This design comes from an exercise in tuning for small area on the open sky130 flow, not from production work.
Only simulation tests tie the RTL to the original design; equivalence was not proved.
Power figures rest on the tool's default switching activity, not on a simulated workload.

==> design/flow/design.v <==
module module_top (
    input  logic        clk,
    input  logic [3:0]  fil,
    input  logic        rst_in,
    input  logic        rst,
    output logic        rst_1,
    output logic [3:0]  col,
    output logic [6:0]  seg,
    output logic        seg_dot,
    output logic [3:0]  cats
);
    assign rst_1   = 1'b1;
    assign seg_dot = 1'b0;
    logic [14:0] cnt;
    logic [1:0]  idx;        
    logic [1:0]  idx_prev;   
    wire term = cnt[14] & cnt[13] & cnt[11] & cnt[8] & cnt[6] & cnt[5] & cnt[4] & cnt[3];
    always_ff @(posedge clk) begin
        if (rst) begin
            cnt <= '0;
            idx <= 2'd0;
        end else if (term) begin
            cnt <= '0;
            idx <= idx + 2'd1;
        end else begin
            cnt <= cnt + 15'd1;
        end
        idx_prev <= idx;     
    end
    assign col = 4'b0001 << idx;
    logic [3:0] fil_reg;
    logic       rst_in_reg;
    always_ff @(posedge clk) begin
        if (rst) begin
            fil_reg    <= '0;
            rst_in_reg <= 1'b0;
        end else begin
            fil_reg    <= fil;
            rst_in_reg <= rst_in;
        end
    end
    logic press, reset;
    module_DeBounce DB     (.clk(clk), .rst(rst), .button_in(|fil_reg),  .DB_out(press));
    module_DeBounce DB_rst (.clk(clk), .rst(rst), .button_in(rst_in_reg), .DB_out(reset));
    logic [3:0] key;
    always_comb begin
        key = 4'h0;
        case (fil_reg)
            4'b0001: case (idx_prev) 2'd0: key = 4'h1; 2'd1: key = 4'h2; 2'd2: key = 4'h3; 2'd3: key = 4'hA; endcase
            4'b0010: case (idx_prev) 2'd0: key = 4'h4; 2'd1: key = 4'h5; 2'd2: key = 4'h6; 2'd3: key = 4'hB; endcase
            4'b0100: case (idx_prev) 2'd0: key = 4'h7; 2'd1: key = 4'h8; 2'd2: key = 4'h9; 2'd3: key = 4'hC; endcase
            4'b1000: case (idx_prev) 2'd0: key = 4'hE; 2'd1: key = 4'h0; 2'd2: key = 4'hF; 2'd3: key = 4'hD; endcase
            default: key = 4'h0;
        endcase
    end
    logic [3:0] numero;
    always_ff @(posedge clk)
        if (rst || reset) numero <= '0;
        else              numero <= key;
    localparam logic [2:0] INICIO = 3'b000, PRIMERO = 3'b001, SEGUNDO = 3'b010,
                           DIVIDIR = 3'b100, RESET = 3'b111;
    logic [2:0] state;
    always_ff @(posedge clk) begin
        if (rst || reset) state <= INICIO;
        else case (state)
            INICIO:  if (press) state <= PRIMERO;
            PRIMERO: if (press) state <= SEGUNDO;
            SEGUNDO: if (press) state <= DIVIDIR;
            DIVIDIR: if (press) state <= RESET;
            default: state <= INICIO;
        endcase
    end
    wire sel_disp = (state == DIVIDIR);
    wire clr_ab   = rst | reset | (state == RESET);
    logic [3:0] A, B;
    always_ff @(posedge clk) begin
        if (clr_ab) begin
            A <= '0;
            B <= '0;
        end else begin
            if (press && state == INICIO)  A <= numero;
            if (press && state == PRIMERO) B <= numero;
        end
    end
    logic       B_prev, start;
    logic [3:0] Rr, Q;
    logic [1:0] ind;
    logic       done;
    wire        bnz   = |B;
    wire  [4:0] Rn    = {Rr, A[~ind]};
    wire  [4:0] D     = Rn - {1'b0, B};
    wire        signo = D[4];
    always_ff @(posedge clk) begin
        if (rst) begin
            B_prev <= 1'b0;
            start  <= 1'b0;
            Rr     <= '0;
            ind    <= 2'd0;
            done   <= 1'b1;
            Q      <= '0;
        end else begin
            B_prev <= bnz;
            start  <= bnz & ~B_prev;
            if (!done) Q[~ind] <= ~signo;
            if (start) begin
                Rr   <= '0;
                ind  <= 2'd0;
                done <= 1'b0;
            end else if (!done) begin
                Rr <= signo ? Rn[3:0] : D[3:0];
                if (ind == 2'd3) done <= 1'b1;
                else             ind  <= ind + 2'd1;
            end
        end
    end
    wire       q_ten = Q[3] & (Q[2] | Q[1]);
    wire       r_ten = Rr[3] & (Rr[2] | Rr[1]);
    wire [3:0] q_one = q_ten ? Q - 4'd10 : Q;
    wire [3:0] r_one = r_ten ? Rr - 4'd10 : Rr;
    logic [3:0] num;
    always_comb begin
        if (sel_disp)
            case (idx)
                2'd0: num = r_one;
                2'd1: num = {3'b000, r_ten};
                2'd2: num = q_one;
                default: num = {3'b000, q_ten};
            endcase
        else
            case (idx)
                2'd1: num = B;
                2'd2: num = A;
                default: num = 4'h8;
            endcase
    end
    always_comb begin
        case (num)
            4'h0: seg = 7'b0111111;
            4'h1: seg = 7'b0000110;
            4'h2: seg = 7'b1011011;
            4'h3: seg = 7'b1001111;
            4'h4: seg = 7'b1100110;
            4'h5: seg = 7'b1101101;
            4'h6: seg = 7'b1111101;
            4'h7: seg = 7'b0000111;
            4'h8: seg = 7'b1111111;
            4'h9: seg = 7'b1101111;
            4'hA: seg = 7'b1110111;
            4'hB: seg = 7'b1111100;
            4'hC: seg = 7'b0111001;
            4'hD: seg = 7'b1011110;
            4'hE: seg = 7'b1111001;
            default: seg = 7'b1110001;
        endcase
    end
    assign cats = ~(sel_disp ? col : {1'b0, idx == 2'd2, idx == 2'd1, 1'b0});
endmodule
module module_DeBounce (
    input  logic clk,
    input  logic rst,
    input  logic button_in,
    output logic DB_out
);
    localparam logic [1:0] IDLE = 2'd0, PULSE = 2'd1, WAIT_LOW = 2'd2, INHIBITED = 2'd3;
    logic        DFF1, DFF2;
    logic [19:0] cnt;
    logic [1:0]  state;
    always_ff @(posedge clk) begin
        if (rst) begin
            DFF1   <= 1'b0;
            DFF2   <= 1'b0;
            cnt    <= '0;
            state  <= IDLE;
            DB_out <= 1'b0;
        end else begin
            DFF1   <= button_in;
            DFF2   <= DFF1;
            cnt    <= (DFF1 ^ DFF2) ? 20'd0 : cnt + 20'd1;
            DB_out <= (state == PULSE);
            case (state)
                IDLE:      if (cnt[9] && DFF2) state <= PULSE;
                PULSE:     state <= WAIT_LOW;
                WAIT_LOW:  if (!DFF2) state <= INHIBITED;
                INHIBITED: if (cnt[19] && !DFF2) state <= IDLE;
            endcase
        end
    end
endmodule
==> design/flow/run.sh <==
#!/bin/bash
# synth_recipe.tcl (not shown) runs the flow's synth.tcl, then flattens the netlist and writes it again
# the make line also repeats each setting of config.mk as NAME=value (left out here)
make -C /OpenROAD-flow-scripts/flow DESIGN_CONFIG=/design/flow/config.mk WORK_HOME=/design/flow/orfs CLKGATE_MAP_FILE= SYNTH_SCRIPT=/design/flow/synth_recipe.tcl finish
==> design/flow/config.mk <==
export PLATFORM = sky130hd
export DESIGN_NAME = module_top
export DESIGN_NICKNAME = module_top
export VERILOG_FILES = /design/flow/design.v
export SDC_FILE = /design/flow/constraint.sdc
export NUM_CORES = 4
export LEC_CHECK = 0
export CAP_MARGIN = 20
export CORE_MARGIN = 2
export CORE_UTILIZATION = 40
export SLEW_MARGIN = 20
==> design/flow/constraint.sdc <==
create_clock -name core_clock -period 10.0 [get_ports {clk}]
set_input_delay 2.0000 -clock core_clock [delete_from_list [all_inputs] [get_ports {clk}]]
set_output_delay 2.0000 -clock core_clock [all_outputs]
set_load 0.01 [all_outputs]
==> impl_metrics.ini, run 1 <==
[grt]
grt.overflow.total = 0
grt_pass1_wl_um = 17200
grt_pass1_vias = 3734
grt_util_all_layers_pct = 14.8
antenna_found_initial = 0
grt_start_max_net_pins = 31

[layout]
syn2layout_area_growth_pct = 11.5
top_regs = DB.cnt: 20 flops, DB_rst.cnt: 20 flops, cnt: 15 flops
drive_gt1_share_pct = 4.57
finalNonFillerCells = 785
fin_util_pct = 45.9
fin_nets = 658
antenna_cells = 0

[clock_tree]
cts_resized = 0
clockBufferDepth = 2
postCtsHoldBufs = 0
path_clk_slew_ns = 0.07
numCtsBuffers = 9
clock_latency_ns = 0.35
clock_sinks = 102
clockRootBuffer = clkbuf_16
cts_tree = built
htree_levels = 3
cts_setup_buffers = 0

[job]
cap_viol_max_count = 0

[routing]
dr.pass1.iters = 4
vias = 3958
detail-route-antenna-nets = 0
dr_wl_met2_um = 4280
routed.top_layer = met4
vias_per_cell = 5.04
wl_met1_um = 4930
finalWirelength_um = 9710
drc = 0
drtIter0Drc = 193
wl_per_cell_um = 12.4
met3WireLength_um = 336

[logic_synthesis]
synth-edff-count = 0
ys_warn_count = 2
synth_flop_cell = dfxtp_1
ys_types = 55
synth_nets = 647
yosysTopAreaCell = dfxtp_1
synth_top_area_share_pct = 39.0
synthArstFlopShare_pct = 0
synth_seq_cells = 102
syn_avg_cell_area_um2 = 8.77
synthCells = 597
netlist_area_um2 = 5230
ys_seq_area_share_pct = 39.0
synth.area.top_cells = dfxtp_1, ha_1, nor2_1, xor2_1, a21oi_1

[critical_path]
worstPathCellList = inv_1 -> ha_1 -> inv_1 -> ha_1 -> nand2_1 -> o211ai_1 -> o21ai_0 -> a32oi_1 -> nand2b_1 -> a2bb2oi_1 -> clkdlybuf4s50_1
cp-start-kind = register
arrival_ns = 3.27
cp_slowest_cell = a32oi_1
critical-path-max-stage-delay_ns = 0.74
path_class = register to output pin
crit_required_ns = 8.00
cp-end-kind = output pin
critPathBufInv = 3
cpLargestDelayFamily = compound AO/OA/AOI/OAI gates
path_max_fanout = 12

[timing]
finalWorstSetupSlack_ns = 4.73
rsz0062_at_grt = no
finalCriticalPeriod_ns = 5.27
fin_crit_sh_pct = 52.7
fmax_ghz = 0.190
final_hold_viol_count = 0
tns_ns = 0
drv_slew = 0
relSlewSlack_pct = 35.8
setup_viol_count_final = 0
finalClockSkew_ns = 0.00656
worst_slew_pin_slew_ns = 0.963

[power]
ir_drop_v = 0.000105
p_leak_nw = 2.17
powerDensity_nw_per_um2 = 148
power.total_w = 0.000862

[die]
fp-row-count = 41
io_pins = 24
die_h_um = 118
die_w_um = 118
initial_utilization_pct = 41.1
core_area_um2 = 12700
dieArea_um2 = 14000

[status]
outcome = finished clean

[placement]
gp_congestion = 0.827
dp.cells = 769
numPortBuffers = 21
hpwl_um = 6880
place_ws_ns = 5.12

[hold_path]
min_path_type = register to register
## power by group
part           leakage, nW  switching, W  internal (W)  total [W]
Combinational         1.20     0.0000505     0.0000368  0.0000873
Clock                0.137      0.000147      0.000193   0.000341
Sequential           0.825     0.0000143      0.000420   0.000434
## synthesized netlist by cell type (3+ instances only)
master       n
a211oi_1     5
a21o_1       3
a21oi_1     36
a22o_1       3
a22oi_1      4
a2bb2oi_1    3
and2_1       4
and3_1      10
and4_1       8
buf_6        3
clkbuf_1    15
dfxtp_1    102
ha_1        42
inv_1       35
mux2_2       4
mux2i_1     12
nand2_1     29
nand2b_1     5
nand3_1     21
nand4_1     11
nor2_1      97
nor2b_1     14
nor3_1       9
o21ai_0     18
o22a_1       4
or2_2        3
or3_1       10
xnor2_1     16
xor2_1      36
## metal layers
metal | vias to the layer above | track usage, %
li1 | 2047 | -
met1 | 1847 | 19.9
met2 | 49 | 22.5
met3 | 15 | 4.10
met4 | 0 | 5.51
met5 | - | 0
## kinds of logic after synthesis
family                   Yosys count  synth area share, %
AND/OR/NAND/NOR                  230                 21.9
flip-flops                       102                 39.0
AO/OA/AOI/OAI                     94                 11.5
buffers and inverters             57                 4.71
XOR/XNOR                          52                 8.70
adder cells (fa/ha/maj)           43                 10.4
multiplexers                      17                 3.59
other                              2                0.143
## stage by stage
stage	instance area, um2	hold WS, ns
after floorplan	5230	0.373
after global placement	5550	0.385
after detailed placement	5550	0.387
after CTS	5840	0.397
after global routing	5840	0.413
final	5840	0.393
## cell type report
type	count	area, um2
multi-input cells	438	2950
repair buffers	22	218
well taps	172	215
clock inverters	4	47.5
flip-flops and latches	102	2040
fillers	1258	6890
inverters	35	131
clock buffers	12	236
## cell usage in the layout, fill, tap and decap left out, types with 3 or more instances in the layout
| cell | instances |
|---|---|
| nand2_1 | 29 |
| xor2_1 | 36 |
| a21oi_1 | 36 |
| a2bb2oi_1 | 3 |
| a21o_1 | 3 |
| and3_1 | 10 |
| clkbuf_1 | 3 |
| nand3_1 | 21 |
| a211oi_1 | 5 |
| or3_1 | 10 |
| o22a_1 | 4 |
| nand2b_1 | 5 |
| o21ai_0 | 18 |
| ha_1 | 42 |
| or2_2 | 3 |
| a22oi_1 | 4 |
| mux2_2 | 4 |
| clkdlybuf4s50_1 | 21 |
| nor2b_1 | 14 |
| inv_1 | 35 |
| clkbuf_16 | 9 |
| dfxtp_1 | 102 |
| mux2i_1 | 12 |
| and2_1 | 4 |
| xnor2_1 | 16 |
| and4_1 | 8 |
| nand4_1 | 11 |
| a22o_1 | 3 |
| nor2_1 | 97 |
| nor3_1 | 9 |
## path summary, 6_finish.rpt
path	slack, ns	to	start	cells past startpoint
setup / recovery	4.73	seg[4]	Rr[1]	11
hold / removal	0.39	start	B_prev	1
setup reg to reg	6.93	Rr[0]	ind[1]	11
hold reg to reg	0.39	start	B_prev	1
==> run 2: changes to the inputs <==
--- a/design/flow/config.mk
+++ b/design/flow/config.mk
@@ -5,6 +5,7 @@
 export SDC_FILE = /design/flow/constraint.sdc
 export NUM_CORES = 4
 export LEC_CHECK = 0
+export ABC_AREA = 1
 export CAP_MARGIN = 20
 export CORE_MARGIN = 2
 export CORE_UTILIZATION = 40
==> run 2 against run 1 <==
Compared with the run above:
- still clean on timing, DRC and antenna
- clock-buffer cell count unchanged
- flip-flop and latch count stayed put
- total power grew 7.5%
- critical path depth rose by 3
- die area rose by 5.4%
- utilization rose by 0.62 points
- register-to-register slack improved by 0.35 ns
- global-route usage rose by 0.68 points
==> impl_metrics.ini, run 2 <==
[status]
outcome = finished clean

[layout]
fillers = 1360
final_cell_mix = nand2_1, inv_1, nor2_1
fin_nets = 857
drive_gt1_share_pct = 6.54
final_common_cell = nand2_1
antenna_cells = 0
syn2layout_area_growth_pct = 12.3
top_regs = DB.cnt: 20 flops, DB_rst.cnt: 20 flops, cnt: 15 flops
fin_util_pct = 46.5
finalNonFillerCells = 987

[clock_tree]
postCtsHoldBufs = 0
cts_resized = 0
clock_sinks = 102
cts_tree = built
numCtsBuffers = 9
clockRootBuffer = clkbuf_16
cts_setup_buffers = 0
htree_levels = 3
path_clk_slew_ns = 0.07
clock_latency_ns = 0.35
clockBufferDepth = 2

[job]
cap_viol_max_count = 0

[routing]
dr.pass1.iters = 6
vias_per_cell = 4.78
drc = 0
detail-route-antenna-nets = 0
routed.top_layer = met4
drtIter0Drc = 192
wl_per_cell_um = 11.1
wl_met1_um = 5380
met3WireLength_um = 345
vias = 4716
finalWirelength_um = 11000
dr_wl_met2_um = 5090

[timing]
finalWorstSetupSlack_ns = 5.10
setup_viol_count_final = 0
worst_slew_pin_slew_ns = 0.522
fmax_ghz = 0.204
relSlewSlack_pct = 65.1
final_hold_viol_count = 0
drv_slew = 0
finalCriticalPeriod_ns = 4.90
fin_crit_sh_pct = 49.0
finalClockSkew_ns = 0.00735
tns_ns = 0
rsz0062_at_grt = no

[power]
ir_drop_v = 0.0000931
p_leak_nw = 2.53
powerDensity_nw_per_um2 = 149

[critical_path]
crit_required_ns = 8.00
worstReg2RegEnd = Rr[3]
cp-end-kind = output pin
path_max_fanout = 5
path_class = register to output pin
reg2regPathDepth = 15
cp-start-kind = register
crit-reg2reg-launch = ind[0]
arrival_ns = 2.90
reg2reg_slack_ns = 7.28

[die]
die_h_um = 122
dieArea_um2 = 14800
core_area_um2 = 13300
initial_utilization_pct = 41.4
die_w_um = 122
io_pins = 24
fp-row-count = 42

[logic_synthesis]
yosysMostFrequentCell = nand2_1
synth_top_area_share_pct = 36.9
synth_commonest_cells = nand2_1, inv_1, nor2_1
synth.area.top_cells = dfxtp_1, nand2_1, ha_1, inv_1, nor2_1
synth_flop_cell = dfxtp_1
ys_seq_area_share_pct = 36.9
synthCells = 783
ys_types = 42
synth_seq_cells = 102
synthArstFlopShare_pct = 0
netlist_area_um2 = 5530
synth-edff-count = 0
ys_warn_count = 2
syn_avg_cell_area_um2 = 7.06
synth_nets = 833
yosysTopAreaCell = dfxtp_1

[grt]
grt_pass1_wl_um = 18500
grt_start_max_net_pins = 27
grt_util_all_layers_pct = 15.5
grt_pass1_vias = 4327
antenna_found_initial = 0
grt.overflow.total = 0

[placement]
numPortBuffers = 21
dp.cells = 972
place_ws_ns = 5.48
hpwl_um = 8330
gp_congestion = 0.818

[hold_path]
holdPathStages = 1
holdCritStartpoint = B_prev
min_path_type = register to register
hold_end = start
-- run 2: cell types whose count changed in the layout (fill, tap and decap cells not counted), sizes merged, moves of 15 or more --
| cell | before | now |
|---|---|---|
| nor2 | 97 | 118 |
| a21oi | 37 | 61 |
| xnor2 | 16 | 1 |
| xor2 | 36 | 6 |
| nand3 | 21 | 41 |
| nand2 | 29 | 176 |
| inv | 35 | 126 |
| o21ai | 18 | 46 |
-- run 2: worst max path at each step --
stage              to  depth (start not counted)   from
2_1_floorplan  seg[3]                         15  Rr[1]
3_3_place_gp   seg[1]                         15  Rr[1]
3_5_place_dp   seg[3]                         14  Rr[1]
4_1_cts        seg[3]                         14  Rr[1]
5_1_grt        seg[3]                         14  Rr[1]
6_report       seg[3]                         14  Rr[1]
-- run 2: per-layer routing --
layer,vias up,global-route usage (%)
met1,2113,19.6
met3,12,3.32
met2,66,25.6
met4,0,6.32
met5,-,0
li1,2525,-
-- run 2: where the power goes --
part	leakage, nW	switching (W)	internal [W]	total, W
combinational	1.57	0.0000843	0.0000554	0.000140
clock	0.135	0.000148	0.000200	0.000347
sequential	0.827	0.0000158	0.000425	0.000440
-- run 2: worst max-delay path, cell delays in order, from the launching register on --
cell	delay, ns
dfxtp_1	0.38
inv_1	0.09
ha_1	0.22
inv_1	0.06
ha_1	0.19
nand2_1	0.07
nand3_1	0.09
nand2_1	0.08
a21oi_1	0.35
ha_1	0.28
nand3b_1	0.12
nand2_1	0.06
nand2_1	0.06
nand2_1	0.05
clkdlybuf4s50_1	0.46
-- run 2: logic make-up (layout without fill, tap and decap cells) --
group                      count (synthesis)  count (layout)  synth area share, %
and+or+nand+nor                          370             370                 30.0
xor gates and xnor gates                   7               7                 1.11
AOI/OAI and AO/OA                        123             123                 12.2
buffers and inverters                    136             164                 9.69
DFF                                      102             102                 36.9
other                                      2               2                0.136
adders and majority gates                 43              43                 9.87
-- run 2: cell type report --
| class | count | area, um2 | share of cell area, % |
|---|---|---|---|
| Multi-Input combinational cell | 545 | 2950 | 47.5 |
| Sequential cell | 102 | 2040 | 32.9 |
| Inverter | 127 | 484 | 7.80 |
| Clock buffer | 12 | 246 | 3.97 |
| Tap cell | 176 | 220 | 3.55 |
| Timing Repair Buffer | 22 | 218 | 3.51 |
| Clock inverter | 3 | 45.0 | 0.726 |
-- run 2: through the flow --
stage	power, W	instance area [um2]	hold slack, ns
3_5_place_dp	0.000589	5910	0.384
6_report	0.000927	6200	0.393
5_1_grt	0.000978	6200	0.401
4_1_cts	0.000943	6200	0.394
2_1_floorplan	0.000549	5530	0.373
3_3_place_gp	0.000584	5910	0.378

## afterwards: timing with drivers on the ports
The flow's constraints put no driver on any port. The routed layouts listed below were extracted and timed again, unchanged, in two steps.
Step 1, drivers: a clkbuf_16 drives clk and a buf_2 each remaining input, both assumed.
Step 2 adds t to the input delays and takes it off the output delays; t is the mean of the earliest and latest rising clock arrival at the registers after step 1. Input paths then give back, and output paths get back, about the clock's delay inside the block.
Three values: ideal ports, drivers, drivers and shift; two values: the first two.
run | t, ns | slack for setup (ns) | worst setup path at the end | slew at the worst register clock pin (ns) | cell pins on the clock port's net
run 1 | 0.382 | 4.733 / 4.695 / 5.076 | register to output | 0.07 / 0.07 | 1
run 2 | 0.385 | 5.100 / 5.062 / 5.446 | register to output | 0.07 / 0.07 | 1
After both steps setup and hold are still met in every run listed.
